This is an optimization exercise on Yosys and OpenROAD, whose aim is small area and a short achievable clock period, not a production implementation.
Only simulation tests tie the RTL to the original design; equivalence was not proved.
No driver is modelled on the clock port, so clocking that relies on it looks cheaper here than on a real chip.
Power and IR drop assume default switching activity.

<file path="design/flow/design.v">
module ALU_DESIGN #(parameter DW = 8, CW = 4)(INP_VALID,OPA,OPB,CIN,CLK,RST,CMD,CE,MODE,COUT,OFLOW,RES,G,E,L,ERR);
  input [DW-1:0] OPA,OPB;
  input CLK,RST,CE,MODE,CIN;
  input [CW-1:0] CMD;
  input [1:0] INP_VALID;
  output reg [DW+1:0] RES;
  output reg COUT;
  output reg OFLOW;
  output reg G;
  output reg E;
  output reg L;
  output reg ERR;
  reg [7:0] A, B;
  reg [3:0] C;
  reg [4:0] W;
  reg VA, VB;
  reg [7:0] P, Q;
  always @(posedge CLK) begin
    if (INP_VALID[0]) A <= OPA;
    if (INP_VALID[1]) B <= OPB;
    if (|INP_VALID) C <= CMD;
  end
  always @(posedge CLK) begin
    if (RST) begin
      VA <= 1'b0;
      VB <= 1'b0;
    end else begin
      if (INP_VALID[0]) VA <= 1'b1;
      if (INP_VALID[1]) VB <= 1'b1;
    end
  end
  always @(posedge CLK) begin
    if (|INP_VALID)
      W[3:0] <= 4'd0;
    else if ((VA ^ VB) && !W[4])
      W[3:0] <= W[3:0] + 4'd1;
  end
  always @(posedge CLK) begin
    if (RST || (|INP_VALID))
      W[4] <= 1'b0;
    else if ((VA ^ VB) && (&W[3:0]))
      W[4] <= 1'b1;
  end
  wire timeout_err = !RST && W[4] && (INP_VALID == 2'b10 || (INP_VALID == 2'b01 && VB));
  wire c0  = (C == 4'd0);
  wire c1  = (C == 4'd1);
  wire c2  = (C == 4'd2);
  wire c3  = (C == 4'd3);
  wire c4  = (C == 4'd4);
  wire c5  = (C == 4'd5);
  wire c6  = (C == 4'd6);
  wire c7  = (C == 4'd7);
  wire c8  = (C == 4'd8);
  wire c9  = (C == 4'd9);
  wire c10 = (C == 4'd10);
  wire c11 = (C == 4'd11);
  wire c12 = (C == 4'd12);
  wire c13 = (C == 4'd13);
  wire xa    = C[3] ? C[0] : ~(C[2] & C[1]);
  wire x1    = ~C[3] & C[2] & C[1] & ~C[0];
  wire xp    = C[3] & C[1] & ~C[0];
  wire ybsel = ~C[3] & ~(C[2] & ~C[1]);
  wire yinv  = ~C[2] & C[0];
  wire y1    = ~C[3] & C[2] & ~C[1] & C[0];
  wire ci    = c1 | c7 | c10 | (c2 & CIN) | (c3 & ~CIN);
  wire [7:0] xl = ({8{xa}} & A) | ({8{xp}} & P) | {8{x1}};
  wire [7:0] yl = ({8{ybsel}} & (B ^ {8{yinv}})) | {8{y1}} | ({8{xp}} & ~Q);
  wire xh = x1;
  wire yh = (ybsel & yinv) | y1 | xp;
  wire [9:0] xx = {xh, xh, xl};
  wire [9:0] yy = {yh, yh, yl};
  wire [9:0] sxy = xx + yy;
  wire [9:0] pr = xx ^ yy;
  wire [9:0] cxy = sxy ^ pr;
  wire [9:0] pa;
  genvar gp;
  generate for (gp = 0; gp < 10; gp = gp + 1) begin : g_pa
    if (gp == 0) begin : g0
      assign pa[0] = 1'b1;
    end else begin : gn
      assign pa[gp] = &pr[gp-1:0];
    end
  end endgenerate
  wire [9:0] sum = pr ^ (cxy | (pa & {10{ci}}));
  wire a_lt_b = A < B;
  wire a_eq_b = A == B;
  wire [63:0] pp;
  genvar gi, gj;
  generate for (gi = 0; gi < 8; gi = gi + 1) begin : g_pp
    for (gj = 0; gj < 8; gj = gj + 1) begin : g_ppj
      assign pp[gi*8+gj] = P[gi] & Q[gj];
    end
  end endgenerate
  wire t1 = pp[6] ^ pp[13];
  wire t2 = pp[6] & pp[13];
  wire t3 = pp[7] ^ pp[14] ^ pp[21];
  wire t4 = (pp[7] & pp[14]) | (pp[7] & pp[21]) | (pp[14] & pp[21]);
  wire t5 = pp[28] ^ pp[35];
  wire t6 = pp[28] & pp[35];
  wire t7 = pp[15] ^ pp[22] ^ pp[29];
  wire t8 = (pp[15] & pp[22]) | (pp[15] & pp[29]) | (pp[22] & pp[29]);
  wire t9 = pp[36] ^ pp[43];
  wire t10 = pp[36] & pp[43];
  wire t11 = pp[23] ^ pp[30] ^ pp[37];
  wire t13 = pp[4] ^ pp[11];
  wire t14 = pp[4] & pp[11];
  wire t15 = pp[5] ^ pp[12] ^ pp[19];
  wire t16 = (pp[5] & pp[12]) | (pp[5] & pp[19]) | (pp[12] & pp[19]);
  wire t17 = pp[26] ^ pp[33];
  wire t18 = pp[26] & pp[33];
  wire t19 = pp[20] ^ pp[27] ^ pp[34];
  wire t20 = (pp[20] & pp[27]) | (pp[20] & pp[34]) | (pp[27] & pp[34]);
  wire t21 = pp[41] ^ pp[48] ^ t1;
  wire t22 = (pp[41] & pp[48]) | (pp[41] & t1) | (pp[48] & t1);
  wire t23 = pp[42] ^ pp[49] ^ pp[56];
  wire t24 = (pp[42] & pp[49]) | (pp[42] & pp[56]) | (pp[49] & pp[56]);
  wire t25 = t3 ^ t5 ^ t2;
  wire t26 = (t3 & t5) | (t3 & t2) | (t5 & t2);
  wire t27 = pp[50] ^ pp[57] ^ t7;
  wire t28 = (pp[50] & pp[57]) | (pp[50] & t7) | (pp[57] & t7);
  wire t29 = t9 ^ t4 ^ t6;
  wire t30 = (t9 & t4) | (t9 & t6) | (t4 & t6);
  wire t31 = pp[44] ^ pp[51] ^ pp[58];
  wire t33 = t11 ^ t8 ^ t10;
  wire t35 = pp[3] ^ pp[10];
  wire t36 = pp[3] & pp[10];
  wire t37 = pp[18] ^ pp[25] ^ pp[32];
  wire t38 = (pp[18] & pp[25]) | (pp[18] & pp[32]) | (pp[25] & pp[32]);
  wire t39 = pp[40] ^ t15 ^ t17;
  wire t40 = (pp[40] & t15) | (pp[40] & t17) | (t15 & t17);
  wire t41 = t19 ^ t21 ^ t16;
  wire t42 = (t19 & t21) | (t19 & t16) | (t21 & t16);
  wire t43 = t23 ^ t25 ^ t20;
  wire t44 = (t23 & t25) | (t23 & t20) | (t25 & t20);
  wire t45 = t27 ^ t29 ^ t24;
  wire t46 = (t27 & t29) | (t27 & t24) | (t29 & t24);
  wire t47 = t31 ^ t33 ^ t28;
  wire t49 = pp[2] ^ pp[9];
  wire t50 = pp[2] & pp[9];
  wire t51 = pp[17] ^ pp[24] ^ t35;
  wire t52 = (pp[17] & pp[24]) | (pp[17] & t35) | (pp[24] & t35);
  wire t53 = t13 ^ t37 ^ t36;
  wire t54 = (t13 & t37) | (t13 & t36) | (t37 & t36);
  wire t55 = t14 ^ t39 ^ t38;
  wire t56 = (t14 & t39) | (t14 & t38) | (t39 & t38);
  wire t57 = t18 ^ t41 ^ t40;
  wire t58 = (t18 & t41) | (t18 & t40) | (t41 & t40);
  wire t59 = t22 ^ t43 ^ t42;
  wire t60 = (t22 & t43) | (t22 & t42) | (t43 & t42);
  wire t61 = t26 ^ t45 ^ t44;
  wire t62 = (t26 & t45) | (t26 & t44) | (t45 & t44);
  wire t63 = t30 ^ t47 ^ t46;
  wire [9:0] mr1 = {t63, t61, t59, t57, t55, t53, t51, pp[16], pp[1], pp[0]};
  wire [9:0] mr2 = {t62, t60, t58, t56, t54, t52, t50, t49, pp[8], 1'b0};
  wire [9:0] prod = mr1 + mr2;
  wire [7:0] pinc, qinc;
  genvar gq;
  generate for (gq = 0; gq < 8; gq = gq + 1) begin : g_inc
    if (gq == 0) begin : g0
      assign pinc[0] = ~A[0];
      assign qinc[0] = ~B[0];
    end else begin : gn
      assign pinc[gq] = A[gq] ^ (&A[gq-1:0]);
      assign qinc[gq] = B[gq] ^ (&B[gq-1:0]);
    end
  end endgenerate
  wire lt0 = c1 | c3 | c5 | c6 | c7;
  wire lt1 = c1 | c4 | c6;
  wire lt2 = c1 | c4 | c7 | c8;
  wire lt3 = c0 | c5 | c8;
  wire [7:0] lfun = (A & B & {8{lt3}}) | (A & ~B & {8{lt2}}) | (~A & B & {8{lt1}}) | (~A & ~B & {8{lt0}});
  wire [7:0] lres = lfun |
      ({8{c9}}  & {A[6:0], 1'b0}) |
      ({8{c10 | c11}} & {B[6:0], 1'b0}) |
      {7'd0, c2 & (|A) & (|B)};
  wire s0 = B[0];
  wire s1 = B[1] ^ (C[0] & B[0]);
  wire s2 = B[2] ^ (C[0] & (B[1] | B[0]));
  wire [7:0] r1 = s0 ? {A[6:0], A[7]} : A;
  wire [7:0] r2 = s1 ? {r1[5:0], r1[7:6]} : r1;
  wire [7:0] r3 = s2 ? {r2[3:0], r2[7:4]} : r2;
  wire [7:0] lrot = (c12 | c13) ? r3 : 8'd0;
  wire [9:0] ares =
      ({10{~C[3] | c10}} & sum) |
      ({10{c9}} & prod);
  wire [9:0] res_n = MODE ? ares : {2'b00, lres | lrot};
  wire cout_n  = MODE & (c0 | c2) & sum[8];
  wire oflow_n = MODE & (c1 | c3) & a_lt_b;
  wire e_n     = MODE & c8 & a_eq_b;
  wire g_n     = MODE & c8 & ~a_lt_b & ~a_eq_b;
  wire l_n     = MODE & c8 & a_lt_b;
  wire err_n   = ~MODE & c12 & (|B[7:4]);
  wire upd = CE & (RST | (VA & VB));
  always @(posedge CLK) begin
    if (upd) begin
      RES   <= RST ? 10'd0 : res_n;
      COUT  <= !RST & cout_n;
      OFLOW <= !RST & oflow_n;
      G     <= !RST & g_n;
      E     <= !RST & e_n;
      L     <= !RST & l_n;
    end
  end
  always @(posedge CLK) begin
    if (timeout_err)
      ERR <= 1'b1;
    else if (upd)
      ERR <= !RST & err_n;
  end
  wire pq_upd = CE & (RST | (VA & VB & MODE & (c9 | c10)));
  always @(posedge CLK) begin
    if (pq_upd) begin
      P <= RST ? 8'd0 : (c9 ? pinc : {A[6:0], 1'b0});
      Q <= RST ? 8'd0 : (c9 ? qinc : B);
    end
  end
endmodule
</file>
<file path="design/flow/flow/run.sh">
#!/bin/bash
# Layout flow: the standard ORFS flow (standard.sh), with two changes:
#  - synthesis is the standard script (synth_recipe.tcl, ORFS synth.tcl) except
#    that full/half-adder extraction is off (ADDER_MAP_FILE empty) and the
#    final ABC mapping runs flow/syn.abc instead of ORFS's speed script;
#    the registers are unchanged (same passes up to dfflibmap);
#  - the port buffers are sky130_fd_sc_hd__buf_2 cells instead of the
#    default delay cells;
#  - after CTS, flow/skew.tcl delays the clock of the output registers
#    (useful skew for the register-to-register paths into them).
set -uo pipefail
W=$(pwd)
{
  head -n 1 synth_recipe.tcl
  cat <<EOT
proc abc {args} {
  set i [lsearch \$args -script]
  lset args [expr {\$i + 1}] $W/flow/syn.abc
  puts "flow/run.sh: abc \$args"
  yosys abc {*}\$args
}
EOT
  tail -n +2 synth_recipe.tcl
} > my_synth.tcl
bash standard.sh SYNTH_SCRIPT=$W/my_synth.tcl ADDER_MAP_FILE= \
  "BUFFER_PORTS_ARGS=-buffer_cell sky130_fd_sc_hd__buf_2" \
  "CTS_ARGS=-sink_clustering_enable -repair_clock_nets -dont_use_dummy_load" \
  POST_CTS_TCL=$W/flow/skew.tcl finish > flow_standard.log 2>&1
rc=$?
cp -r orfs/logs flow_orfs_logs 2>/dev/null
exit $rc
</file>
<file path="design/flow/flow/skew.tcl">
# Useful skew between registers: the output registers (RES and the flags)
# get their clock later than the registers that feed them (the second
# group, P and Q, has an empty chain here). Each group of
# target registers on one clock-tree leaf net gets a chain of delay cells.
proc skew_esc {s} { return [string map {[ \\[ ] \\]} $s] }
set skew_rx [list {^(RES\[[0-9]+\]|COUT|OFLOW|G|E|L|ERR)\$_} {^(P|Q)\[[0-9]+\]\$_}]
set skew_chain [list {sky130_fd_sc_hd__clkdlybuf4s50_1 sky130_fd_sc_hd__clkbuf_4} {}]
array unset skew_grp
foreach cell [get_cells *] {
  set name [get_full_name $cell]
  for {set gi 0} {$gi < 2} {incr gi} {
    if {[regexp [lindex $skew_rx $gi] $name]} {
      set pin [get_pins -quiet "[skew_esc $name]/CLK"]
      if {$pin eq ""} { continue }
      set net [get_full_name [get_nets -of_objects $pin]]
      lappend skew_grp([list $net $gi]) $pin
    }
  }
}
set nins 0
foreach key [lsort [array names skew_grp]] {
  lassign $key net gi
  set chain [lindex $skew_chain $gi]
  set curnet $net
  foreach bc $chain {
    set pins $skew_grp($key)
    insert_buffer -buffer_cell $bc -net [get_nets [skew_esc $curnet]] -load_pins $pins
    incr nins
    set curnet [get_full_name [get_nets -of_objects [lindex $pins 0]]]
  }
  puts "skew: group $gi on $net: [llength $skew_grp($key)] registers, now on $curnet"
}
puts "skew: inserted $nins cells"
# The skew must not be what makes the input paths meet timing: from here on
# the repair sees CIN and MODE, whose paths end mostly at the delayed
# registers, arriving later by more than the skew.
set_input_delay 2.0 -clock [get_clocks core_clock] [get_ports {CIN MODE}]
detailed_placement
estimate_parasitics -placement
repair_timing_helper
detailed_placement
check_placement -verbose
</file>
<file path="design/flow/flow/syn.abc">
strash
dch
map -D 2000
strash
dch
map -D 2000
topo
buffer -c
upsize -c -D 2000
dnsize -c -D 2000
stime -c
</file>
<file path="design/flow/standard.sh">
#!/bin/bash
# synth_recipe.tcl (not shown) runs the flow's synth.tcl, then flattens the netlist and writes it again
# the make line also repeats each setting of config.mk as NAME=value (left out here)
make -C /OpenROAD-flow-scripts/flow DESIGN_CONFIG=/design/flow/config.mk WORK_HOME=/design/flow/orfs CLKGATE_MAP_FILE= SYNTH_SCRIPT=/design/flow/synth_recipe.tcl "${@:-finish}"
</file>
<file path="design/flow/config.mk">
export PLATFORM = sky130hd
export DESIGN_NAME = ALU_DESIGN
export DESIGN_NICKNAME = ALU_DESIGN
export VERILOG_FILES = /design/flow/design.v
export SDC_FILE = /design/flow/constraint.sdc
export NUM_CORES = 4
export LEC_CHECK = 0
export CAP_MARGIN = 20
export CORE_MARGIN = 2
export CORE_UTILIZATION = 40
export SETUP_SLACK_MARGIN = 2.35
export SLEW_MARGIN = 20
</file>
<file path="design/flow/constraint.sdc">
create_clock -name core_clock -period 5.0 [get_ports {CLK}]
set_input_delay 1.0000 -clock core_clock [delete_from_list [all_inputs] [get_ports {CLK}]]
set_output_delay 1.0000 -clock core_clock [all_outputs]
set_load 0.01 [all_outputs]
</file>
==> run notes, run 1 <==
outcome timing/DRC/antenna clean; final setup TNS 0 ns; Die ar. 14800 um^2; DRT iter0 DRCs 502; Tot Pwr 0.00205 W; CP Capture Type register; Die H 122 um; number of port buffers 42; Worst EP required 5.69 ns; I/O Pins 43; synth top area cells edfxtp_1 28%, nand2_1 12%, nor2_1 7.4%; Cell Area, Synth 5540 um^2; initial antenna violation count 0; Final min period 2.89 ns; cell area after placement 5890 um^2; synth unique cells 61; Starting Density 41.3%; number of synthesized flops with an enable pin 51; HP Class register to register; RSZ-0062 raised after global routing true; Sink Count 59; Layout area overhead 26.5%; Worst Path Arrival 3.57 ns; DR vias 6031; max-cap violations 0; Logic pwr share 39.6%; Worst Setup Path Type input port to register; Clk Latency, worst-skew pair 0.95 ns; Vias/cell 5.57; vias in the first global route 5630; core area 13400 um^2; startpoint types input port; Final ANT Viol Nets 0; Async SR Flop Fraction 0%; Sw Ratio 37.1%; Finished Layout Cells 1082; cell accounting for the most synthesized area edfxtp_1; largest net degree at the start of global routing 23; DRC 0; n_diodes 0; dpl ws 1.92 ns; Worst Skew 0.633 ns; Routed WL 18.4 mm; fin crit share 57.7%; Slowest Stage Delay on Critical Path 0.41 ns; Tightest Pin Transition 0.842 ns; total power per unit cell area 292 nW/um^2; layout cells sized above 1 25.2%; Leak 3.14 nW; Cells after Synth 801; Cell Rows 42; final setup fails 0; Rel. slew slack 43.8%; Fmax 0.347 GHz; placed insts 1003; Seq pwr share 29.8%; Tot GR Track Use 25.6%; Peak VDD IR 147 uV; Ys Warns 1; DR pass1 iterations 5; Final WS setup 2.11 ns; Switch Pwr 0.000760 W; CTS tree yes; final-report hold violation count 0; Net Count, Synth 828; worst-path cell chain buf_8 > a21oi_2 > a2111o_1 > nand2_1 > inv_2 > nand3_4 > o21ai_2 > a21oi_2 > or2_1 > nand3_2 > nand2_2 > nand2_2 > nand3_2 > o22ai_1; DIE WIDTH 122 um; top post-synthesis cells by count 179 x nand2_1, 109 x nor2_1, 88 x inv_1; Final Max Slew Viols 0; worst-path fanout max 4; CP max stage cell a2111o_1; WL per Instance 17.0 um; GRT overflow 0; first-pass GRT wire length 29.5 mm; Int Pwr 0.00129 W; post-synthesis register bit count 59; Final #Nets 935; top-area cell type share of the netlist area 27.7%; post-detail-place hpwl 13.4 mm; Seq/Total Area, Yosys 30.5%; most frequent cell after synthesis nand2_1; top_reg_cell synth edfxtp_1; Routability Congestion 1.06; Clk network pwr share 30.6%; Worst-path clk slew 0.07 ns; fin area 7010 um^2; Avg Cell Area, Syn 6.91 um^2
## sequential cells by signal, indices dropped and copies added, names as in the netlist
signal  cells
B           8
L           1
COUT        1
VB          1
ERR         1
W           5
E           1
P           8
RES        10
VA          1
Q           8
OFLOW       1
A           8
G           1
C           4
## path summary, 6_finish.rpt
check / startpoint / endpoint / slack (ns) / cells after the start
max reg2reg: C[0] / RES[6] / 2.58 / 19
max: CIN / RES[8] / 2.11 / 14
min reg2reg: VA / ERR / 0.12 / 5
min: VA / ERR / 0.12 / 5
## cell families after synthesis
family / count (synthesis) / share of synthesized area [%]
AND/OR/NAND/NOR: 400 / 32.7
AO/OA/AOI/OAI: 180 / 21.0
buffers and inverters: 119 / 8.52
flip-flops: 59 / 30.5
XOR/XNOR: 35 / 5.81
multiplexers: 8 / 1.45
## final cells by class
class	instances	area [um^2]
fillers	1310	6390
multi-input cells	623	3650
flip-flops and latches	59	1690
repair buffers	106	759
inverters	101	390
well taps	176	220
## stage by stage
| stage | hold WS (ns) | utilization, % |
|---|---|---|
| 2_1_floorplan | 0.443 | - |
| 3_3_place_gp | 0.466 | 44.0 |
| 3_5_place_dp | 0.471 | 44.0 |
| 5_1_grt | 0.183 | 52.3 |
| 6_report | 0.117 | 52.3 |
## power groups by stage
stage	registers (W)	clock network, W	logic [W]
finish	0.000610	0.000627	0.000811
global route	0.000614	0.000647	0.000891
detailed placement	0.000628	0	0.000643
global placement	0.000628	0	0.000644
floorplan	0.000605	0	0.000508
## critical path: cells and delay by family
kind | cells | cell delay (ns)
buf+inv | 2 | 0.14
compound gates | 5 | 0.77
simple gates | 7 | 0.67
## routing by layer
metal | share of wire [%] | track usage, % | vias up
met5 | 0 | 0 | -
met4 | 3.0 | 8.76 | 0
met3 | 7.0 | 4.21 | 46
met2 | 46 | 42.0 | 281
met1 | 44 | 34.4 | 2754
li1 | - | - | 2950
## layout by cell type (no fill, tap or decap), drive strengths merged, types with 5 or more instances in the layout
master / netlist / routed
a22oi: 5 / 5
edfxtp: 51 / 51
nor4: 5 / 5
nor3: 17 / 17
a31oi: 6 / 6
a21oi: 50 / 50
o221ai: 8 / 8
mux2i: 8 / 8
xnor2: 16 / 16
o211ai: 10 / 10
clkbuf: 10 / 14
or2: 6 / 6
inv: 100 / 100
nand2: 195 / 195
nand4: 10 / 10
o21ai: 51 / 51
nand3: 48 / 48
buf: 8 / 104
xor2: 19 / 19
nor2: 115 / 115
dfxtp: 8 / 8
o22ai: 16 / 16
==> run 2, diff against run 1 <==
--- a/design/flow/config.mk
+++ b/design/flow/config.mk
@@ -8,5 +8,5 @@
 export CAP_MARGIN = 20
 export CORE_MARGIN = 2
 export CORE_UTILIZATION = 40
-export SETUP_SLACK_MARGIN = 2.35
+export SETUP_SLACK_MARGIN = 2.42
 export SLEW_MARGIN = 20
==> run notes, run 2 <==
Final #Nets 938 (+0.32%); n_diodes 0 (unchanged); Worst-path clk slew 0.04 ns (-0.03 ns); Avg Cell Area, Syn 6.91 um^2 (unchanged); Routed WL 18.9 mm (+2.9%); register area 1690 um^2 (unchanged); most frequent cells in the layout 164 x nand2_1, 98 x nor2_1, 79 x inv_1; GRT overflow 0 (unchanged); Fmax 0.347 GHz (about the same); Layout area overhead 29.2%; initial antenna violation count 0 (unchanged); synth unique cells 61 (unchanged); DRC 0 (unchanged); post-synthesis mux area share 1.45% (unchanged); Seq/Total Area, Yosys 30.5% (unchanged); Routability Congestion 0.996 (-5.9%); most frequent cell after synthesis nand2_1; multi-input logic area 3770 um^2 (+3.3%); top-area cell type share of the netlist area 27.7% (unchanged); dpl ws 1.95 ns (+0.0271 ns); layout cells sized above 1 28.3% (+3.1 points); Cells after Synth 801 (unchanged); max-cap violations 0 (unchanged); Die H 122 um (unchanged); Die ar. 14800 um^2 (unchanged); Final min period 2.89 ns (+0.000280 ns); Final Max Slew Viols 0 (unchanged); Hold Slack 0.0425 ns (-0.0745 ns); largest family of logic cells by synthesized area simple AND/OR/NAND/NOR gates; DRT iter0 DRCs 655 (+30%); Tot Pwr 0.00207 W (+1.0%); Final WS setup 2.11 ns (-0.000280 ns); Async SR Flop Fraction 0% (unchanged); Simple-Gate Fraction of Synth Area 32.7% (unchanged); fin area 7150 um^2 (+2.1%); I/O Pins 43 (unchanged); final setup fails 0 (unchanged); post-synthesis compound-gate area fraction 21.0% (unchanged); Final ANT Viol Nets 0 (unchanged); Cell Rows 42 (unchanged); FILL cells 1307 (-0.23%); Worst Path Arrival 3.64 ns (+0.07 ns); cell area after placement 5900 um^2 (+0.17%); WL per Instance 17.4 um (+2.6%); final-report hold violation count 0 (unchanged); CTS tree yes; total power per unit cell area 289 nW/um^2 (-1.1%); number of port buffers 42 (unchanged); outcome timing/DRC/antenna clean; CP Capture Type register; Cell Area, Synth 5540 um^2 (unchanged); HP Class register to register; number of synthesized flops with an enable pin 51 (unchanged); largest net degree at the start of global routing 23 (unchanged); first-pass GRT wire length 30.3 mm (+2.8%); Worst Setup Path Type input port to register; Vias/cell 5.57 (about the same); Ys Warns 1 (unchanged); commonest non-fill, non-tap cell in the layout nand2_1; Sink Count 59 (unchanged); Tightest Pin Transition 0.678 ns (-0.165 ns); Worst EP required 5.76 ns (+0.07 ns); Tot GR Track Use 26.6% (+0.97 points); Clk Latency, worst-skew pair 0.94 ns (about the same); Starting Density 41.3% (unchanged); Adder-Cell Fraction of Synth Area 0% (unchanged); Peak VDD IR 236 uV (+61%); DR vias 6045 (+0.23%); Worst Skew 0.612 ns (-0.0205 ns); vias in the first global route 5796 (+2.9%); RSZ-0062 raised after global routing true; Top reg by flops RES; cell accounting for the most synthesized area edfxtp_1; startpoint types input port; post-synthesis register bit count 59 (unchanged); Net Count, Synth 828 (unchanged); Synth Area in XOR/XNOR 5.81% (unchanged); Leak 3.18 nW (+1.3%); core area 13400 um^2 (unchanged); top post-synthesis cells by count 179 x nand2_1, 109 x nor2_1, 88 x inv_1; Rel. slew slack 54.4% (+11 points); post-detail-place hpwl 13.6 mm (+1.4%); worst-path fanout max 3 (-1); DIE WIDTH 122 um (unchanged); fin crit share 57.7% (about the same); top_reg_cell synth edfxtp_1; final setup TNS 0 ns (unchanged); synth top area cells edfxtp_1 28%, nand2_1 12%, nor2_1 7.4%; DR pass1 iterations 6 (+1); max FFs per register 10 (unchanged)
-- run 2: through the flow --
step | cells | util [%]
after global placement | 1003 | 44.1
after floorplan | 801 | -
final | 1085 | 53.4
after global routing | 1085 | 53.4
after detailed placement | 1003 | 44.1
-- run 2: area by class of cell --
class                      count  area share [%]
tap                          176            3.08
inverter                     101            5.47
sequential                    59            23.6
timing repair buffer         109            11.0
multi-input combinational    623            52.7
-- run 2: report_power, final --
part / leakage (nW) / switching (W) / internal [W] / total, W
Clock: 0.145 / 0.000214 / 0.000400 / 0.000615
Sequential: 0.564 / 0.0000369 / 0.000574 / 0.000610
Combinational: 2.47 / 0.000524 / 0.000321 / 0.000845
-- run 2: worst paths after layout --
check	start	end	slack, ns	cells after the start
worst min-delay path	W[4]	ERR	0.04	2
worst min register to register	W[4]	ERR	0.04	2
worst max-delay path	CIN	RES[0]	2.11	8
worst max register to register	C[2]	P[1]	2.63	8
-- run 2: metal layers --
| metal | up-vias | routed length [um] | track usage, % |
|---|---|---|---|
| met2 | 248 | 8860 | 44.3 |
| met1 | 2772 | 8040 | 34.5 |
| met3 | 53 | 1470 | 6.13 |
| li1 | 2972 | - | - |
| met5 | - | 0 | 0 |
| met4 | 0 | 555 | 8.05 |
-- run 2: critical path: stages --
cell and delay, ns:
buf_6 0.10, a2111o_1 0.38, nand2_1 0.08, inv_2 0.07, buf_4 0.13, o311ai_0 0.56, nand2_1 0.13, a31oi_1 0.20
-- run 2: cells by family (layout without fill, tap and decap cells) --
family,count (synthesis),after routing
buffers and inverters,119,227
multiplexers,8,8
AO/OA/AOI/OAI,180,180
flip-flops,59,59
XOR/XNOR,35,35
AND/OR/NAND/NOR,400,400
==> run 3, diff against run 2 <==
--- a/design/flow/flow/skew.tcl
+++ b/design/flow/flow/skew.tcl
@@ -34,7 +34,7 @@
 # The skew must not be what makes the input paths meet timing: from here on
 # the repair sees CIN and MODE, whose paths end mostly at the delayed
 # registers, arriving later by more than the skew.
-set_input_delay 2.0 -clock [get_clocks core_clock] [get_ports {CIN MODE}]
+set_input_delay 1.8 -clock [get_clocks core_clock] [get_ports {CIN MODE}]
 detailed_placement
 estimate_parasitics -placement
 repair_timing_helper
--- a/design/flow/config.mk
+++ b/design/flow/config.mk
@@ -8,5 +8,5 @@
 export CAP_MARGIN = 20
 export CORE_MARGIN = 2
 export CORE_UTILIZATION = 40
-export SETUP_SLACK_MARGIN = 2.42
+export SETUP_SLACK_MARGIN = 2.4
 export SLEW_MARGIN = 20
==> run notes, run 3 <==
Peak VDD IR 157 uV (-34%); Vias/cell 5.55 (-0.39%); Cell Rows 42 (unchanged); WL per Instance 17.2 um (-1.6%); Int Pwr 0.00129 W (-0.22%); most frequent cells in the layout 168 x nand2_1, 102 x nor2_1, 78 x inv_1; Switch Pwr 0.000771 W (-0.48%); CTS tree yes; routing usage on met3 4.03% (-2.1 points); final setup fails 0 (unchanged); largest net degree at the start of global routing 18 (-22%); synth top area cells edfxtp_1 28%, nand2_1 12%, nor2_1 7.4%; cell accounting for the most synthesized area edfxtp_1; largest family of logic cells by synthesized area simple AND/OR/NAND/NOR gates; DRC 0 (unchanged); Rel. slew slack 50.1% (-4.3 points); Fmax 0.377 GHz (+8.7%); DRT iter0 DRCs 541 (-17%); Adder-Cell Fraction of Synth Area 0% (unchanged); most frequent cell after synthesis nand2_1; Routability Congestion 1.04 (+4.1%); Layout area overhead 27.8%; post-detail-place hpwl 13.4 mm (-0.92%); Net Count, Synth 828 (unchanged); synth unique cells 61 (unchanged); core area 13400 um^2 (unchanged); total power per unit cell area 291 nW/um^2 (+0.72%); Hold Path Stages 5 (+3); Sw Ratio 37.4% (-0.060 points); final-report hold violation count 0 (unchanged); Final #Nets 935 (-0.32%); fin area 7080 um^2 (-1.0%); Tot GR Track Use 25.5% (-1.1 points); Clk Latency, worst-skew pair 0.94 ns (about the same); max FFs per register 10 (unchanged); DIE WIDTH 122 um (unchanged); Clk network pwr share 29.9% (+0.2 points); Tightest Pin Transition 0.742 ns (+0.0646 ns); Routed WL 18.6 mm (-1.9%); final setup TNS 0 ns (unchanged); DR vias 6005 (-0.66%); Die H 122 um (unchanged); first-pass GRT wire length 29.1 mm (-4.0%); cell area after placement 5890 um^2 (-0.17%); global routing's busiest layer met2; GR Util met2 42.2% (-2.1 points); Starting Density 41.3% (unchanged); outcome timing/DRC/antenna clean; R2R depth 7 (-1); GR Layer Usage met1 34.0% (-0.44 points); number of synthesized flops with an enable pin 51 (unchanged); Final WS setup 2.34 ns (+0.230 ns); layout cells sized above 1 26.7% (-1.6 points); Cell Area, Synth 5540 um^2 (unchanged); n_diodes 0 (unchanged); Logic pwr share 40.5% (-0.3 points); Seq/Total Area, Yosys 30.5% (unchanged); Final min period 2.66 ns (-0.230 ns); Simple-Gate Fraction of Synth Area 32.7% (unchanged); vias in the first global route 5648 (-2.6%); Avg Cell Area, Syn 6.91 um^2 (unchanged); Seq pwr share 29.6% (about the same); Cells after Synth 801 (unchanged); worst-path fanout max 3 (unchanged); Final ANT Viol Nets 0 (unchanged); dpl ws 1.92 ns (-0.0219 ns); Ys Warns 1 (unchanged); Synth Area in XOR/XNOR 5.81% (unchanged); I/O Pins 43 (unchanged); number of port buffers 42 (unchanged); fin crit share 53.1% (-4.6 points); commonest non-fill, non-tap cell in the layout nand2_1; Top reg by flops RES; Die ar. 14800 um^2 (unchanged); post-synthesis compound-gate area fraction 21.0% (unchanged); top post-synthesis cells by count 179 x nand2_1, 109 x nor2_1, 88 x inv_1; Sink Count 59 (unchanged); Worst Path Arrival 3.42 ns (-0.22 ns); HP Class register to register; Final Max Slew Viols 0 (unchanged); Async SR Flop Fraction 0% (unchanged); Worst EP required 5.76 ns (about the same); DR pass1 iterations 5 (-1); Leak 3.13 nW (-1.5%); CP Capture Type register; GRT overflow 0 (unchanged); max-cap violations 0 (unchanged); initial antenna violation count 0 (unchanged); Worst Skew 0.622 ns (+0.00929 ns); top-area cell type share of the netlist area 27.7% (unchanged); Worst Setup Path Type input port to register; startpoint types input port; post-synthesis register bit count 59 (unchanged); top_reg_cell synth edfxtp_1; RSZ-0062 raised after global routing true; Worst-path clk slew 0.04 ns (about the same); post-synthesis mux area share 1.45% (unchanged)
==> run 3: cell counts after synthesis <==
No cell type changed its count.
==> run 3: worst paths after layout <==
| kind | start | end | slack (ns) |
|---|---|---|---|
| hold / removal | VA | ERR | 0.13 |
| hold reg to reg | VA | ERR | 0.13 |
| setup reg to reg | C[1] | P[7] | 2.55 |
| setup / recovery | CIN | RES[2] | 2.34 |
==> run 3: area by class of cell <==
type | count | area [um^2]
Tap cell | 176 | 220
Sequential cell | 59 | 1690
Multi-Input combinational cell | 623 | 3750
Timing Repair inverter | 2 | 12.5
Fill cell | 1312 | 6320
Timing Repair Buffer | 104 | 712
Inverter | 101 | 394
==> run 3: power by group through the flow <==
stage                     registers, W  clock network [W]  logic (W)
final                         0.000610           0.000617   0.000835
after global routing          0.000614           0.000651   0.000913
after global placement        0.000627                  0   0.000646
after detailed placement      0.000627                  0   0.000647
after floorplan               0.000605                  0   0.000508
==> run 3: logic make-up after synthesis <==
| family | after synthesis |
|---|---|
| simple gates | 400 |
| compound gates | 180 |
| buf+inv | 119 |
| flops | 59 |
| xor+xnor | 35 |
| mux | 8 |
==> run 3: through the flow <==
| step | utilization [%] | cells | hold slack, ns | power, W |
|---|---|---|---|---|
| 6_report | 52.8 | 1082 | 0.127 | 0.00206 |
| 5_1_grt | 52.8 | 1082 | 0.175 | 0.00218 |
| 3_5_place_dp | 44.0 | 1003 | 0.468 | 0.00127 |
| 3_3_place_gp | 44.0 | 1003 | 0.461 | 0.00127 |
| 2_1_floorplan | - | 801 | 0.443 | 0.00111 |
==> run 3: per-layer routing <==
metal,part of all wire [%],vias to the layer above
li1,-,2954
met1,44,2746
met2,46,253
met3,6.9,52
met4,2.9,0
met5,0,-
==> run 3: critical path, stage by stage <==
cell	delay, ns
buf_6	0.10
a2111o_1	0.39
nand2_1	0.09
inv_2	0.06
nor2_2	0.10
nor2_1	0.05
nor2_1	0.12
xnor2_1	0.14
nand2_1	0.11
o311ai_2	0.09
nand2_1	0.14
a31oi_2	0.22
==> run 4, diff against run 3 <==
--- a/design/flow/config.mk
+++ b/design/flow/config.mk
@@ -8,5 +8,5 @@
 export CAP_MARGIN = 20
 export CORE_MARGIN = 2
 export CORE_UTILIZATION = 40
-export SETUP_SLACK_MARGIN = 2.4
+export SETUP_SLACK_MARGIN = 2.3
 export SLEW_MARGIN = 20
==> run notes, run 4 <==
final setup TNS 0 ns (unchanged); most frequent cell after synthesis nand2_1; Die H 122 um (unchanged); Routability Congestion 1.06 (+2.1%); Async SR Flop Fraction 0% (unchanged); Tightest Pin Transition 0.818 ns (+0.0755 ns); cell accounting for the most synthesized area edfxtp_1; DIE WIDTH 122 um (unchanged); Worst Setup Path Type input port to register; Worst Skew 0.633 ns (+0.0108 ns); Adder-Cell Fraction of Synth Area 0% (unchanged); Simple-Gate Fraction of Synth Area 32.7% (unchanged); Fmax 0.376 GHz (-0.20%); R2R depth 12 (+5); startpoint types input port; n_diodes 0 (unchanged); Tot GR Track Use 25.3% (-0.22 points); flop2flop setup slack 2.58 ns (+0.03 ns); Cell Rows 42 (unchanged); DRC 0 (unchanged); HP Class register to register; GRT overflow 0 (unchanged); number of port buffers 42 (unchanged); total power per unit cell area 293 nW/um^2 (+0.65%); Hold Path Origin VA; Peak VDD IR 146 uV (-6.7%); Die ar. 14800 um^2 (unchanged); vias in the first global route 5540 (-1.9%); final setup fails 0 (unchanged); fin crit share 53.2% (+0.11 points); final-report hold violation count 0 (unchanged); register area 1690 um^2 (unchanged); commonest non-fill, non-tap cell in the layout nand2_1; Avg Cell Area, Syn 6.91 um^2 (unchanged); first-pass GRT wire length 29.1 mm (about the same); DR vias 5905 (-1.7%); top-area cell type share of the netlist area 27.7% (unchanged); worst r2r src C[2]; cell area after placement 5890 um^2 (unchanged); post-synthesis compound-gate area fraction 21.0% (unchanged); Final min period 2.66 ns (+0.00540 ns); most frequent cells in the layout 173 x nand2_1, 103 x nor2_1, 84 x inv_1; Hold Path Sink ERR; Vias/cell 5.52 (-0.56%); post-synthesis register bit count 59 (unchanged); DR pass1 iterations 6 (+1); Worst Path Arrival 2.68 ns (-0.74 ns); Synth Area in XOR/XNOR 5.81% (unchanged); multi-input logic area 3610 um^2 (-3.8%); Routed WL 18.1 mm (-2.7%); WL per Instance 16.9 um (-1.6%); Cell Area, Synth 5540 um^2 (unchanged); fin area 6830 um^2 (-3.5%); Final ANT Viol Nets 0 (unchanged); Top reg by flops RES; max FFs per register 10 (unchanged); worst-path fanout max 16 (+13); Sink Count 59 (unchanged); Cells after Synth 801 (unchanged); FILL cells 1326 (+1.1%); Clk Latency, worst-skew pair 0.95 ns (about the same); I/O Pins 43 (unchanged); synth unique cells 61 (unchanged); layout cells sized above 1 23.2% (-3.6 points); core area 13400 um^2 (unchanged); Seq/Total Area, Yosys 30.5% (unchanged); CP Capture Type register; Rel. slew slack 45.4% (-4.6 points); Layout area overhead 23.4%; largest family of logic cells by synthesized area simple AND/OR/NAND/NOR gates; Ys Warns 1 (unchanged); Net Count, Synth 828 (unchanged); post-detail-place hpwl 13.4 mm (-0.50%); Hold Path Stages 5 (unchanged); max-cap violations 0 (unchanged); synth top area cells edfxtp_1 28%, nand2_1 12%, nor2_1 7.4%; RSZ-0062 raised after global routing false; outcome timing/DRC/antenna clean; Worst EP required 5.02 ns (-0.74 ns); top post-synthesis cells by count 179 x nand2_1, 109 x nor2_1, 88 x inv_1; initial antenna violation count 0 (unchanged); Final #Nets 923 (-1.3%); Final Max Slew Viols 0 (unchanged); DRT iter0 DRCs 491 (-9.2%); CTS tree yes; post-synthesis mux area share 1.45% (unchanged); worst r2r dst Q[7]; Starting Density 41.3% (unchanged); Leak 3.06 nW (-2.4%); Worst-path clk slew 0.05 ns (about the same); largest net degree at the start of global routing 23 (+5); top_reg_cell synth edfxtp_1; number of synthesized flops with an enable pin 51 (unchanged)
run 4: stage by stage:
stage,cells,hold WS (ns),power [W],setup WS [ns],utilization (%)
global placement,1003,0.466,0.00127,1.93,44.0
global route,1070,0.183,0.00211,2.27,51.0
finish,1070,0.118,0.00200,2.34,51.0
detailed placement,1003,0.471,0.00127,1.92,44.0
floorplan,801,0.443,0.00111,2.36,-
run 4: how the worst max path moves through the flow:
stage | start | to | slack [ns] | depth (start not counted)
final | MODE | P[1] | 2.34 | 4
after detailed placement | C[0] | RES[8] | 1.92 | 17
after floorplan | P[1] | RES[9] | 2.36 | 20
after global placement | C[3] | RES[8] | 1.93 | 19
after global routing | CIN | RES[8] | 2.27 | 14
run 4: cells by family after synthesis:
kind of cell | Yosys count
muxes | 8
and+or+nand+nor | 400
DFF | 59
xor gates and xnor gates | 35
AOI/OAI and AO/OA | 180
buffers and inverters | 119
run 4: per-layer routing:
layer,track usage (%),routed length [um]
met3,4.17,1160
met4,8.62,501
met2,41.2,8350
met5,0,0
met1,34.2,8060
run 4: report_power, final:
part / internal [W] / leakage, nW / switching, W
Combinational: 0.000286 / 2.35 / 0.000483
Clock: 0.000402 / 0.145 / 0.000224
Sequential: 0.000573 / 0.564 / 0.0000367
Total: 0.00126 / 3.06 / 0.000743
run 4: layout make-up:
class	count	share of cell area [%]
sequential	59	24.8
timing repair buffer	94	9.12
inverter	101	5.75
multi-input combinational	623	52.8
tap	176	3.22
run 4: critical path, stage by stage:
cell,delay (ns)
buf_2,0.30
o211ai_1,0.21
a21oi_4,0.20
buf_12,0.16
==> run 5, diff against run 4 <==
--- a/design/flow/flow/skew.tcl
+++ b/design/flow/flow/skew.tcl
@@ -34,7 +34,7 @@
 # The skew must not be what makes the input paths meet timing: from here on
 # the repair sees CIN and MODE, whose paths end mostly at the delayed
 # registers, arriving later by more than the skew.
-set_input_delay 1.8 -clock [get_clocks core_clock] [get_ports {CIN MODE}]
+set_input_delay 1.9 -clock [get_clocks core_clock] [get_ports {CIN MODE}]
 detailed_placement
 estimate_parasitics -placement
 repair_timing_helper
==> run notes, run 5 <==
outcome timing/DRC/antenna clean; Leak 3.08 nW (+0.67%); largest net degree at the start of global routing 23 (unchanged); Clk Latency, worst-skew pair 0.94 ns (about the same); Hold Slack 0.119 ns (+0.00101 ns); fin crit share 55.4% (+2.1 points); initial antenna violation count 0 (unchanged); post-synthesis register bit count 59 (unchanged); Final #Nets 925 (+0.22%); Starting Density 41.3% (unchanged); WP depth 14 (+10); Fmax 0.361 GHz (-3.9%); Final min period 2.77 ns (+0.107 ns); first-pass GRT wire length 29.1 mm (unchanged); top_reg_cell synth edfxtp_1; worst-path cell chain buf_8 > a21oi_2 > a2111o_1 > nand2_1 > inv_2 > nand3_4 > o21ai_2 > a21oi_2 > or2_1 > nand3_2 > nand2_2 > nand2_2 > nand3_2 > o22ai_1; Sw Ratio 37.0% (-0.043 points); max-cap violations 0 (unchanged); Rel. slew slack 44.5% (-0.95 points); FILL cells 1323 (-0.23%); Final ANT Viol Nets 0 (unchanged); Peak VDD IR 147 uV (+0.30%); Tightest Pin Transition 0.832 ns (+0.0142 ns); n_diodes 0 (unchanged); top-area cell type share of the netlist area 27.7% (unchanged); WL per Instance 16.9 um (about the same); Worst EP required 5.68 ns (+0.66 ns); Net Count, Synth 828 (unchanged); DRT iter0 DRCs 511 (+4.1%); Int Pwr 0.00127 W (+0.54%); Final Util 51.4% (+0.37 points); post-detail-place hpwl 13.4 mm (unchanged); Final Max Slew Viols 0 (unchanged); Top reg by flops RES; Die ar. 14800 um^2 (unchanged); RSZ-0062 raised after global routing true; Worst Skew 0.633 ns (+0.000750 ns); cell family with most CP delay compound AO/OA/AOI/OAI gates; Die H 122 um (unchanged); max FFs per register 10 (unchanged); final setup TNS 0 ns (unchanged); register area 1690 um^2 (unchanged); most frequent cells in the layout 171 x nand2_1, 103 x nor2_1, 84 x inv_1; Buf/Inv on CP 2 (unchanged); worst-path fanout max 4 (-12); flop2flop setup slack 2.57 ns (about the same); HP Class register to register; I/O Pins 43 (unchanged); synth top area cells edfxtp_1 28%, nand2_1 12%, nor2_1 7.4%; DIE WIDTH 122 um (unchanged); total power per unit cell area 293 nW/um^2 (-0.25%); Vias/cell 5.56 (+0.74%); startpoint types input port; commonest non-fill, non-tap cell in the layout nand2_1; DR pass1 iterations 5 (-1); vias in the first global route 5540 (unchanged); DR vias 5960 (+0.93%); number of synthesized flops with an enable pin 51 (unchanged); multi-input logic area 3640 um^2 (+0.69%); Cell Area, Synth 5540 um^2 (unchanged); Seq/Total Area, Yosys 30.5% (unchanged); Sink Count 59 (unchanged); CP max stage cell a2111o_1; Routability Congestion 1.06 (unchanged); Slowest Stage Delay on Critical Path 0.41 ns (+0.11 ns); Worst-path clk slew 0.07 ns (+0.02 ns); R2R depth 12 (unchanged); synth unique cells 61 (unchanged); DRC 0 (unchanged); Critical Path End RES[8]; layout cells sized above 1 23.9% (+0.73 points); Routed WL 18.1 mm (+0.24%); Tot GR Track Use 25.3% (unchanged); Ys Warns 1 (unchanged); number of port buffers 42 (unchanged); Logic pwr share 38.8% (+0.5 points); most frequent cell after synthesis nand2_1; top post-synthesis cells by count 179 x nand2_1, 109 x nor2_1, 88 x inv_1; Worst Path Arrival 3.45 ns (+0.77 ns); Seq pwr share 30.3% (about the same); final setup fails 0 (unchanged); Cell Rows 42 (unchanged); final-report hold violation count 0 (unchanged); worst r2r src C[2]; Worst Setup Path Type input port to register; Layout area overhead 24.3%; CTS tree yes; Cells after Synth 801 (unchanged); Async SR Flop Fraction 0% (unchanged); worst r2r dst Q[7]; Clk network pwr share 30.9% (-0.3 points); cell accounting for the most synthesized area edfxtp_1; crit path from CIN; Switch Pwr 0.000746 W (+0.36%); core area 13400 um^2 (unchanged); CP Capture Type register; GRT overflow 0 (unchanged); Avg Cell Area, Syn 6.91 um^2 (unchanged)
[run 5: layout make-up]
type | count | share of cell area [%]
well taps | 176 | 3.20
inverters | 101 | 5.67
multi-input cells | 623 | 52.8
repair buffers | 96 | 9.45
flip-flops and latches | 59 | 24.6
[run 5: tightest hold or removal path, cell delays in order, from the launching register on]
cell and delay (ns):
dfxtp_1 0.32, inv_1 0.05, nor2_1 0.06, nor2_1 0.11, o21ai_0 0.09, o21ai_0 0.07
[run 5: logic make-up after synthesis]
group,count (synthesis),synth area share (%)
xor+xnor,35,5.81
mux,8,1.45
simple gates,400,32.7
buf+inv,119,8.52
compound gates,180,21.0
flops,59,30.5
[run 5: power by group through the flow]
stage / clock network [W] / registers [W] / logic, W
3_3_place_gp: 0 / 0.000628 / 0.000644
2_1_floorplan: 0 / 0.000605 / 0.000508
3_5_place_dp: 0 / 0.000628 / 0.000643
6_report: 0.000623 / 0.000610 / 0.000781
5_1_grt: 0.000647 / 0.000614 / 0.000859
[run 5: worst min path at each step]
| stage | start | endpoint | slack (ns) | cells after the start |
|---|---|---|---|---|
| 6_report | VA | ERR | 0.12 | 5 |
| 5_1_grt | VA | ERR | 0.18 | 5 |
| 3_5_place_dp | W[3] | W[3] | 0.47 | 2 |
| 3_3_place_gp | W[2] | W[2] | 0.47 | 1 |
| 2_1_floorplan | W[2] | W[2] | 0.44 | 1 |
[run 5: per-layer routing]
metal	global-route usage (%)	share of wire [%]	vias to the layer above
met1	34.2	44	2728
met5	0	0	-
li1	-	-	2937
met4	8.62	2.8	0
met2	41.2	46	246
met3	4.17	6.5	49
[run 5: per-stage QoR]
step	area, um^2	instances	power [W]	setup WS, ns
floorplan	5540	801	0.00111	2.36
global placement	5890	1003	0.00127	1.93
detailed placement	5890	1003	0.00127	1.92
global route	6880	1072	0.00212	2.17
finish	6880	1072	0.00201	2.23
==> run 6, diff against run 5 <==
--- a/design/flow/flow/run.sh
+++ b/design/flow/flow/run.sh
@@ -24,7 +24,6 @@
 } > my_synth.tcl
 bash standard.sh SYNTH_SCRIPT=$W/my_synth.tcl ADDER_MAP_FILE= \
   "BUFFER_PORTS_ARGS=-buffer_cell sky130_fd_sc_hd__buf_2" \
-  "CTS_ARGS=-sink_clustering_enable -repair_clock_nets -dont_use_dummy_load" \
   POST_CTS_TCL=$W/flow/skew.tcl finish > flow_standard.log 2>&1
 rc=$?
 cp -r orfs/logs flow_orfs_logs 2>/dev/null
--- a/design/flow/flow/skew.tcl
+++ b/design/flow/flow/skew.tcl
@@ -4,7 +4,7 @@
 # target registers on one clock-tree leaf net gets a chain of delay cells.
 proc skew_esc {s} { return [string map {[ \\[ ] \\]} $s] }
 set skew_rx [list {^(RES\[[0-9]+\]|COUT|OFLOW|G|E|L|ERR)\$_} {^(P|Q)\[[0-9]+\]\$_}]
-set skew_chain [list {sky130_fd_sc_hd__clkdlybuf4s50_1 sky130_fd_sc_hd__clkbuf_4} {}]
+set skew_chain [list {sky130_fd_sc_hd__clkdlybuf4s25_1 sky130_fd_sc_hd__clkbuf_2} {}]
 array unset skew_grp
 foreach cell [get_cells *] {
   set name [get_full_name $cell]
@@ -31,10 +31,6 @@
   puts "skew: group $gi on $net: [llength $skew_grp($key)] registers, now on $curnet"
 }
 puts "skew: inserted $nins cells"
-# The skew must not be what makes the input paths meet timing: from here on
-# the repair sees CIN and MODE, whose paths end mostly at the delayed
-# registers, arriving later by more than the skew.
-set_input_delay 1.9 -clock [get_clocks core_clock] [get_ports {CIN MODE}]
 detailed_placement
 estimate_parasitics -placement
 repair_timing_helper
==> run notes, run 6 <==
cell accounting for the most synthesized area edfxtp_1; Top reg by flops RES; top-area cell type share of the netlist area 27.7% (unchanged); Sink Count 59 (unchanged); Worst EP required 5.47 ns (-0.21 ns); fin crit share 50.1% (-5.3 points); Final min period 2.50 ns (-0.263 ns); largest net degree at the start of global routing 23 (unchanged); Final ANT Viol Nets 0 (unchanged); Seq/Total Area, Yosys 30.5% (unchanged); WL per Instance 16.8 um (-0.79%); Fmax 0.399 GHz (+10%); Routed WL 18.0 mm (-0.70%); Worst Setup Path Type register to register; DRC 0 (unchanged); Avg Cell Area, Syn 6.91 um^2 (unchanged); HP Class register to register; multi-input logic area 3590 um^2 (-1.2%); Die H 122 um (unchanged); Ys Warns 1 (unchanged); Worst Skew 0.398 ns (-0.236 ns); core area 13400 um^2 (unchanged); Cell Area, Synth 5540 um^2 (unchanged); post-synthesis register bit count 59 (unchanged); Cell Rows 42 (unchanged); initial antenna violation count 0 (unchanged); post-detail-place hpwl 13.4 mm (unchanged); DIE WIDTH 122 um (unchanged); final setup fails 0 (unchanged); max-cap violations 0 (unchanged); Net Count, Synth 828 (unchanged); total power per unit cell area 306 nW/um^2 (+4.6%); layout cells sized above 1 23.2% (-0.70 points); I/O Pins 43 (unchanged); DR pass1 iterations 6 (+1); outcome timing/DRC/antenna clean; Peak VDD IR 153 uV (+4.2%); DRT iter0 DRCs 506 (-0.98%); startpoint types register; Tightest Pin Transition 0.653 ns (-0.179 ns); Vias/cell 5.47 (-1.6%); first-pass GRT wire length 29.1 mm (+0.12%); GRT overflow 0 (unchanged); CTS tree yes; Final Max Slew Viols 0 (unchanged); Final #Nets 919 (-0.65%); final setup TNS 0 ns (unchanged); Tot GR Track Use 25.4% (+0.072 points); Rel. slew slack 56.1% (+12 points); Starting Density 41.3% (unchanged); register area 1690 um^2 (unchanged); Routability Congestion 1.06 (unchanged); final-report hold violation count 0 (unchanged); vias in the first global route 5527 (-0.23%); max FFs per register 10 (unchanged); top_reg_cell synth edfxtp_1; placed insts 1003 (unchanged); Die ar. 14800 um^2 (unchanged); FILL cells 1317 (-0.45%); Clk Latency, worst-skew pair 0.72 ns (-0.22 ns); Worst Path Arrival 2.97 ns (-0.48 ns); synth unique cells 61 (unchanged); worst-path fanout max 6 (+2); Async SR Flop Fraction 0% (unchanged); commonest non-fill, non-tap cell in the layout nand2_1; number of synthesized flops with an enable pin 51 (unchanged); number of port buffers 42 (unchanged); Worst-path clk slew 0.10 ns (+0.03 ns); synth top area cells edfxtp_1 28%, nand2_1 12%, nor2_1 7.4%; most frequent cells in the layout 173 x nand2_1, 104 x nor2_1, 83 x inv_1; RSZ-0062 raised after global routing true; Layout area overhead 23.2%; Leak 3.07 nW (-0.15%); DR vias 5872 (-1.5%); Cells after Synth 801 (unchanged); most frequent cell after synthesis nand2_1; top post-synthesis cells by count 179 x nand2_1, 109 x nor2_1, 88 x inv_1; n_diodes 0 (unchanged); Finished Layout Cells 1073 (+0.093%); CP Capture Type register
[run 6: critical path, cell delays in order, from the launching register on]
cell      delay, ns
edfxtp_1       0.52
nand2_1        0.16
nor3_2         0.29
nor2_1         0.11
or2_1          0.27
nand2_1        0.08
xnor2_1        0.12
or2_1          0.15
a21boi_4       0.22
nand2_1        0.08
a31o_2         0.26
nand3_1        0.10
nand4_1        0.11
nand3_2        0.11
o22ai_1        0.06
[run 6: per-stage QoR]
step	total power, W	util, %	setup WS [ns]	hold slack [ns]	instance area, um^2
finish	0.00209	50.9	2.50	0.238	6830
floorplan	0.00111	-	2.36	0.443	5540
global placement	0.00127	44.0	1.93	0.466	5890
global route	0.00220	50.9	2.28	0.264	6830
detailed placement	0.00127	44.0	1.92	0.471	5890
[run 6: routing by layer]
metal	part of all wire, %	up-vias	global-route usage (%)
li1	-	2939	-
met3	6.9	28	4.87
met2	47	243	42.1
met1	45	2662	34.0
met4	1.5	0	6.68
met5	0	-	0
[run 6: report_power, final]
| part | switching, W | internal [W] | leakage, nW |
|---|---|---|---|
| sequential | 0.0000380 | 0.000573 | 0.564 |
| clock | 0.000270 | 0.000452 | 0.182 |
| combinational | 0.000474 | 0.000283 | 2.33 |
| total | 0.000781 | 0.00131 | 3.07 |
[run 6: final cells by class, clock buffers not listed]
| class | count | share of cell area [%] |
|---|---|---|
| multi-input combinational | 623 | 52.6 |
| sequential | 59 | 24.8 |
| timing repair buffer | 90 | 8.41 |
| inverter | 101 | 5.66 |
| tap | 176 | 3.23 |
| clock inverter | 7 | 1.10 |
[run 6: final timing paths]
check / start / slack [ns] / cells after the start / to
setup / recovery: Q[4] / 2.50 / 14 / RES[8]
hold reg to reg: W[4] / 0.24 / 2 / ERR
hold / removal: W[4] / 0.24 / 2 / ERR
setup reg to reg: Q[4] / 2.50 / 14 / RES[8]
[run 6: kinds of logic after synthesis]
| kind of cell | synth area share [%] |
|---|---|
| xor gates and xnor gates | 5.81 |
| and+or+nand+nor | 32.7 |
| DFF | 30.5 |
| buffers and inverters | 8.52 |
| muxes | 1.45 |
| AOI/OAI and AO/OA | 21.0 |
==> run 7, diff against run 6 <==
--- a/design/flow/flow/run.sh
+++ b/design/flow/flow/run.sh
@@ -24,6 +24,7 @@
 } > my_synth.tcl
 bash standard.sh SYNTH_SCRIPT=$W/my_synth.tcl ADDER_MAP_FILE= \
   "BUFFER_PORTS_ARGS=-buffer_cell sky130_fd_sc_hd__buf_2" \
+  "CTS_ARGS=-sink_clustering_enable -repair_clock_nets -dont_use_dummy_load -root_buf sky130_fd_sc_hd__clkbuf_16 -buf_list sky130_fd_sc_hd__clkbuf_8" \
   POST_CTS_TCL=$W/flow/skew.tcl finish > flow_standard.log 2>&1
 rc=$?
 cp -r orfs/logs flow_orfs_logs 2>/dev/null
--- a/design/flow/flow/skew.tcl
+++ b/design/flow/flow/skew.tcl
@@ -4,7 +4,7 @@
 # target registers on one clock-tree leaf net gets a chain of delay cells.
 proc skew_esc {s} { return [string map {[ \\[ ] \\]} $s] }
 set skew_rx [list {^(RES\[[0-9]+\]|COUT|OFLOW|G|E|L|ERR)\$_} {^(P|Q)\[[0-9]+\]\$_}]
-set skew_chain [list {sky130_fd_sc_hd__clkdlybuf4s25_1 sky130_fd_sc_hd__clkbuf_2} {}]
+set skew_chain [list {sky130_fd_sc_hd__clkdlybuf4s50_1 sky130_fd_sc_hd__clkbuf_4} {}]
 array unset skew_grp
 foreach cell [get_cells *] {
   set name [get_full_name $cell]
@@ -31,6 +31,10 @@
   puts "skew: group $gi on $net: [llength $skew_grp($key)] registers, now on $curnet"
 }
 puts "skew: inserted $nins cells"
+# The skew must not be what makes the input paths meet timing: from here on
+# the repair sees CIN and MODE, whose paths end mostly at the delayed
+# registers, arriving later by more than the skew.
+set_input_delay 1.85 -clock [get_clocks core_clock] [get_ports {CIN MODE}]
 detailed_placement
 estimate_parasitics -placement
 repair_timing_helper
--- a/design/flow/config.mk
+++ b/design/flow/config.mk
@@ -8,5 +8,5 @@
 export CAP_MARGIN = 20
 export CORE_MARGIN = 2
 export CORE_UTILIZATION = 40
-export SETUP_SLACK_MARGIN = 2.3
+export SETUP_SLACK_MARGIN = 2.35
 export SLEW_MARGIN = 20
==> run notes, run 7 <==
Worst EP required 5.77 ns (+0.30 ns); Peak VDD IR 147 uV (-4.2%); Worst-path clk slew 0.05 ns (-0.05 ns); Final min period 2.65 ns (+0.150 ns); cell family with most CP delay compound AO/OA/AOI/OAI gates; number of synthesized flops with an enable pin 51 (unchanged); Worst Skew 0.641 ns (+0.243 ns); most frequent cells in the layout 171 x nand2_1, 103 x nor2_1, 84 x inv_1; I/O Pins 43 (unchanged); Hold Path Stages 5 (+3); final setup TNS 0 ns (unchanged); Final Max Slew Viols 0 (unchanged); Fmax 0.377 GHz (-5.7%); most frequent cell after synthesis nand2_1; Final #Nets 927 (+0.87%); Top reg by flops RES; commonest non-fill, non-tap cell in the layout nand2_1; Async SR Flop Fraction 0% (unchanged); top_reg_cell synth edfxtp_1; Vias/cell 5.57 (+1.8%); startpoint types input port; Die ar. 14800 um^2 (unchanged); Layout area overhead 24.8%; WP depth 12 (-2); final-report hold violation count 0 (unchanged); Cells after Synth 801 (unchanged); layout cells sized above 1 24.2% (+0.98 points); R2R depth 12 (-2); cell accounting for the most synthesized area edfxtp_1; core area 13400 um^2 (unchanged); WL per Instance 16.9 um (+1.0%); CTS tree yes; vias in the first global route 5568 (+0.74%); CP dominant cell by count nand2_1; total power per unit cell area 293 nW/um^2 (-4.2%); top post-synthesis cells by count 179 x nand2_1, 109 x nor2_1, 88 x inv_1; Cell Rows 42 (unchanged); GRT overflow 0 (unchanged); final setup fails 0 (unchanged); Slowest Stage Delay on Critical Path 0.39 ns (-0.13 ns); DR pass1 iterations 6 (unchanged); Final WS setup 2.35 ns (-0.150 ns); crit path from CIN; DIE WIDTH 122 um (unchanged); CP max stage cell a2111o_1; n_diodes 0 (unchanged); CP Capture Type register; Tot GR Track Use 25.4% (about the same); worst-path cell chain buf_6 > a2111o_1 > nand2_1 > inv_2 > nor2_4 > nor2_1 > nor2_1 > xnor2_1 > nand2_1 > o311ai_1 > nand2_1 > a31oi_1; multi-input logic area 3640 um^2 (+1.5%); Sink Count 59 (unchanged); synth top area cells edfxtp_1 28%, nand2_1 12%, nor2_1 7.4%; post-synthesis register bit count 59 (unchanged); Tightest Pin Transition 0.822 ns (+0.170 ns); Ys Warns 1 (unchanged); outcome timing/DRC/antenna clean; HP Class register to register; Worst Path Arrival 3.42 ns (+0.45 ns); Net Count, Synth 828 (unchanged); register area 1690 um^2 (unchanged); Routability Congestion 1.06 (unchanged); flop2flop setup slack 2.63 ns (+0.13 ns); Clk Latency, worst-skew pair 0.95 ns (+0.23 ns); Cell Area, Synth 5540 um^2 (unchanged); Starting Density 41.3% (unchanged); fin crit share 53.1% (+3.0 points); Worst Setup Path Type input port to register; largest net degree at the start of global routing 23 (unchanged); post-detail-place hpwl 13.4 mm (unchanged); Rel. slew slack 45.1% (-11 points); first-pass GRT wire length 29.2 mm (+0.24%); Seq/Total Area, Yosys 30.5% (unchanged); Die H 122 um (unchanged); Buf/Inv on CP 2 (+2); worst r2r dst Q[7]; DR vias 5984 (+1.9%); DRT iter0 DRCs 521 (+3.0%); max FFs per register 10 (unchanged); number of port buffers 42 (unchanged); Leak 3.09 nW (+0.58%); top-area cell type share of the netlist area 27.7% (unchanged); dpl ws 1.92 ns (unchanged); initial antenna violation count 0 (unchanged); worst r2r src C[2]; worst-path fanout max 3 (-3); synth unique cells 61 (unchanged); Routed WL 18.2 mm (+1.1%); max-cap violations 0 (unchanged); Final ANT Viol Nets 0 (unchanged); RSZ-0062 raised after global routing true; DRC 0 (unchanged); FILL cells 1312 (-0.38%); Avg Cell Area, Syn 6.91 um^2 (unchanged); Critical Path End RES[2]
==> run 7: cell types whose count changed in the layout (fill, tap and decap cells not counted), sizes merged <==
| cell | change |
|---|---|
| bufinv | -1 |
| clkbuf | +1 |
| buf | +6 |
| clkinv | -4 |
| clkdlybuf4s50 | +4 |
| inv | -2 |
| clkdlybuf4s25 | -4 |
| dlygate4sd3 | +1 |
==> run 7: layout make-up <==
type	count	area share, %
Multi-Input combinational cell	623	52.7
Timing Repair Buffer	98	9.69
Inverter	101	5.65
Sequential cell	59	24.5
Tap cell	176	3.19
==> run 7: per-layer routing <==
metal,routed length [um],vias up,global-route usage (%)
met5,0,-,0
met4,460,0,8.62
met3,1250,48,4.17
met2,8470,259,41.4
met1,8010,2737,34.3
li1,-,2940,-
==> run 7: cells by family (layout without fill, tap and decap cells) <==
group	Yosys count	count (layout)	share of synthesized area, %
AO/OA/AOI/OAI	180	180	21.0
flip-flops	59	59	30.5
multiplexers	8	8	1.45
buffers and inverters	119	216	8.52
AND/OR/NAND/NOR	400	400	32.7
XOR/XNOR	35	35	5.81
==> run 7: worst min-delay path by stage <==
| stage | startpoint | endpoint | slack, ns |
|---|---|---|---|
| final | VA | ERR | 0.12 |
| after global routing | VA | ERR | 0.18 |
| after detailed placement | W[3] | W[3] | 0.47 |
| after global placement | W[2] | W[2] | 0.47 |
| after floorplan | W[2] | W[2] | 0.44 |
==> run 7: per-stage QoR <==
| stage | utilization [%] | area [um^2] | total power (W) | hold slack (ns) | instances |
|---|---|---|---|---|---|
| 2_1_floorplan | - | 5540 | 0.00111 | 0.443 | 801 |
| 3_3_place_gp | 44.0 | 5890 | 0.00127 | 0.466 | 1003 |
| 3_5_place_dp | 44.0 | 5890 | 0.00127 | 0.471 | 1003 |
| 5_1_grt | 51.6 | 6910 | 0.00214 | 0.183 | 1074 |
| 6_report | 51.6 | 6910 | 0.00203 | 0.117 | 1074 |
==> run 7: power breakdown <==
part | total (W) | switching [W] | internal, W | leakage, nW
Clock | 0.000624 | 0.000222 | 0.000402 | 0.145
Sequential | 0.000610 | 0.0000369 | 0.000573 | 0.564
Combinational | 0.000792 | 0.000491 | 0.000301 | 2.38
Total | 0.00203 | 0.000750 | 0.00128 | 3.09
==> run 7: worst reg2reg max path: cells and delay by family, from the launching register on <==
family	cells	cell delay (ns)
and+or+nand+nor	10	1.39
DFF	1	0.47
buffers and inverters	2	0.36
==> run 8, diff against run 7 <==
--- a/design/flow/flow/run.sh
+++ b/design/flow/flow/run.sh
@@ -24,7 +24,7 @@
 } > my_synth.tcl
 bash standard.sh SYNTH_SCRIPT=$W/my_synth.tcl ADDER_MAP_FILE= \
   "BUFFER_PORTS_ARGS=-buffer_cell sky130_fd_sc_hd__buf_2" \
-  "CTS_ARGS=-sink_clustering_enable -repair_clock_nets -dont_use_dummy_load -root_buf sky130_fd_sc_hd__clkbuf_16 -buf_list sky130_fd_sc_hd__clkbuf_8" \
+  "CTS_ARGS=-sink_clustering_enable -repair_clock_nets -dont_use_dummy_load" \
   POST_CTS_TCL=$W/flow/skew.tcl finish > flow_standard.log 2>&1
 rc=$?
 cp -r orfs/logs flow_orfs_logs 2>/dev/null
--- a/design/flow/config.mk
+++ b/design/flow/config.mk
@@ -8,5 +8,5 @@
 export CAP_MARGIN = 20
 export CORE_MARGIN = 2
 export CORE_UTILIZATION = 40
-export SETUP_SLACK_MARGIN = 2.35
+export SETUP_SLACK_MARGIN = 2.25
 export SLEW_MARGIN = 20
==> run notes, run 8 <==
worst-path fanout max 3 (unchanged); commonest non-fill, non-tap cell in the layout nand2_1; final setup TNS 0 ns (unchanged); final setup fails 0 (unchanged); Seq/Total Area, Yosys 30.5% (unchanged); Net Count, Synth 828 (unchanged); GRT overflow 0 (unchanged); fin crit share 54.4% (+1.3 points); Cell Area, Synth 5540 um^2 (unchanged); I/O Pins 43 (unchanged); total power per unit cell area 293 nW/um^2 (about the same); R2R depth 12 (unchanged); Die ar. 14800 um^2 (unchanged); Final ANT Viol Nets 0 (unchanged); top post-synthesis cells by count 179 x nand2_1, 109 x nor2_1, 88 x inv_1; Rel. slew slack 45.6% (+0.49 points); Tot Pwr 0.00200 W (-1.3%); max FFs per register 10 (unchanged); Avg Cell Area, Syn 6.91 um^2 (unchanged); Starting Density 41.3% (unchanged); top_reg_cell synth edfxtp_1; Worst Skew 0.645 ns (+0.00443 ns); layout cells sized above 1 22.8% (-1.3 points); final-report hold violation count 0 (unchanged); HP Class register to register; Int Pwr 0.00126 W (-1.3%); Final #Nets 922 (-0.54%); Tightest Pin Transition 0.815 ns (-0.00735 ns); DIE WIDTH 122 um (unchanged); post-detail-place hpwl 13.4 mm (unchanged); Sink Count 59 (unchanged); CTS tree yes; Routed WL 18.1 mm (-0.76%); Hold Slack 0.113 ns (-0.00433 ns); DRT iter0 DRCs 559 (+7.3%); Async SR Flop Fraction 0% (unchanged); top-area cell type share of the netlist area 27.7% (unchanged); Worst-path clk slew 0.05 ns (about the same); cell accounting for the most synthesized area edfxtp_1; Top reg by flops RES; Vias/cell 5.54 (-0.59%); core area 13400 um^2 (unchanged); first-pass GRT wire length 29.0 mm (-0.64%); Switch Pwr 0.000741 W (-1.2%); RSZ-0062 raised after global routing false; Fmax 0.367 GHz (-2.5%); synth unique cells 61 (unchanged); Seq pwr share 30.6% (+0.5 points); synth top area cells edfxtp_1 28%, nand2_1 12%, nor2_1 7.4%; multi-input logic area 3600 um^2 (-1.2%); Hold Path Stages 5 (unchanged); Ys Warns 1 (unchanged); Final min period 2.72 ns (+0.0670 ns); Final WS setup 2.28 ns (-0.0670 ns); fin area 6820 um^2 (-1.4%); FILL cells 1326 (+1.1%); Clk network pwr share 31.4% (+0.6 points); WL per Instance 16.9 um (-0.29%); n_diodes 0 (unchanged); Clk Latency, worst-skew pair 0.95 ns (about the same); number of port buffers 42 (unchanged); Worst Path Arrival 3.49 ns (+0.07 ns); number of synthesized flops with an enable pin 51 (unchanged); startpoint types input port; Layout area overhead 23.1%; CP Capture Type register; Logic pwr share 38.1% (-1.0 points); outcome timing/DRC/antenna clean; Worst EP required 5.77 ns (about the same); initial antenna violation count 0 (unchanged); max-cap violations 0 (unchanged)
==> run 8: layer usage <==
layer	vias to the layer above	global-route usage (%)	wire length (um)
li1	2931	-	-
met1	2687	34.0	7970
met2	261	41.2	8400
met3	42	4.31	1240
met4	0	8.26	437
met5	-	0	0
==> run 8: cell type report <==
cell class | count | share of cell area [%]
Multi-Input combinational cell | 623 | 52.8
Tap cell | 176 | 3.23
Sequential cell | 59 | 24.8
Inverter | 101 | 5.76
Timing Repair Buffer | 93 | 9.03
==> run 8: final timing paths <==
check | endpoint | from
setup / recovery | RES[2] | CIN
hold / removal | ERR | VA
setup reg to reg | Q[7] | C[2]
hold reg to reg | ERR | VA
==> run 8: power groups by stage <==
stage	combinational, W	sequential (W)	clock (W)
6_report	0.000762	0.000611	0.000627
5_1_grt	0.000842	0.000615	0.000647
2_1_floorplan	0.000508	0.000605	0
3_5_place_dp	0.000643	0.000628	0
3_3_place_gp	0.000644	0.000628	0
==> run 8: logic make-up (layout without fill, tap and decap cells) <==
logic type / count (synthesis) / after routing / synth area share [%]
and+or+nand+nor: 400 / 400 / 32.7
DFF: 59 / 59 / 30.5
buffers and inverters: 119 / 211 / 8.52
AOI/OAI and AO/OA: 180 / 180 / 21.0
xor gates and xnor gates: 35 / 35 / 5.81
muxes: 8 / 8 / 1.45
==> run 8: per-stage QoR <==
| step | instances | utilization (%) |
|---|---|---|
| finish | 1069 | 50.9 |
| global route | 1069 | 50.9 |
| detailed placement | 1003 | 44.0 |
| global placement | 1003 | 44.0 |
| floorplan | 801 | - |
==> run 8: worst max-delay path: stages <==
cell and delay, ns:
buf_2 0.12, a2111o_1 0.39, nand2_1 0.09, inv_2 0.06
nor2_2 0.13, nor2_1 0.05, nor2_1 0.11, xnor2_1 0.12
nand2_1 0.08, o311ai_1 0.11, nand2_1 0.15, a31oi_1 0.22

Setup slack of run 6, layout unchanged: 2.495 ns with ideal ports, 2.495 ns with driving cells assumed (clock clkbuf_16, inputs buf_2), 2.139 ns with port delays also shifted by the 0.560 ns mid clock arrival. Its clock arrivals span 0.361 to 0.759 ns, so the last figure is rough.
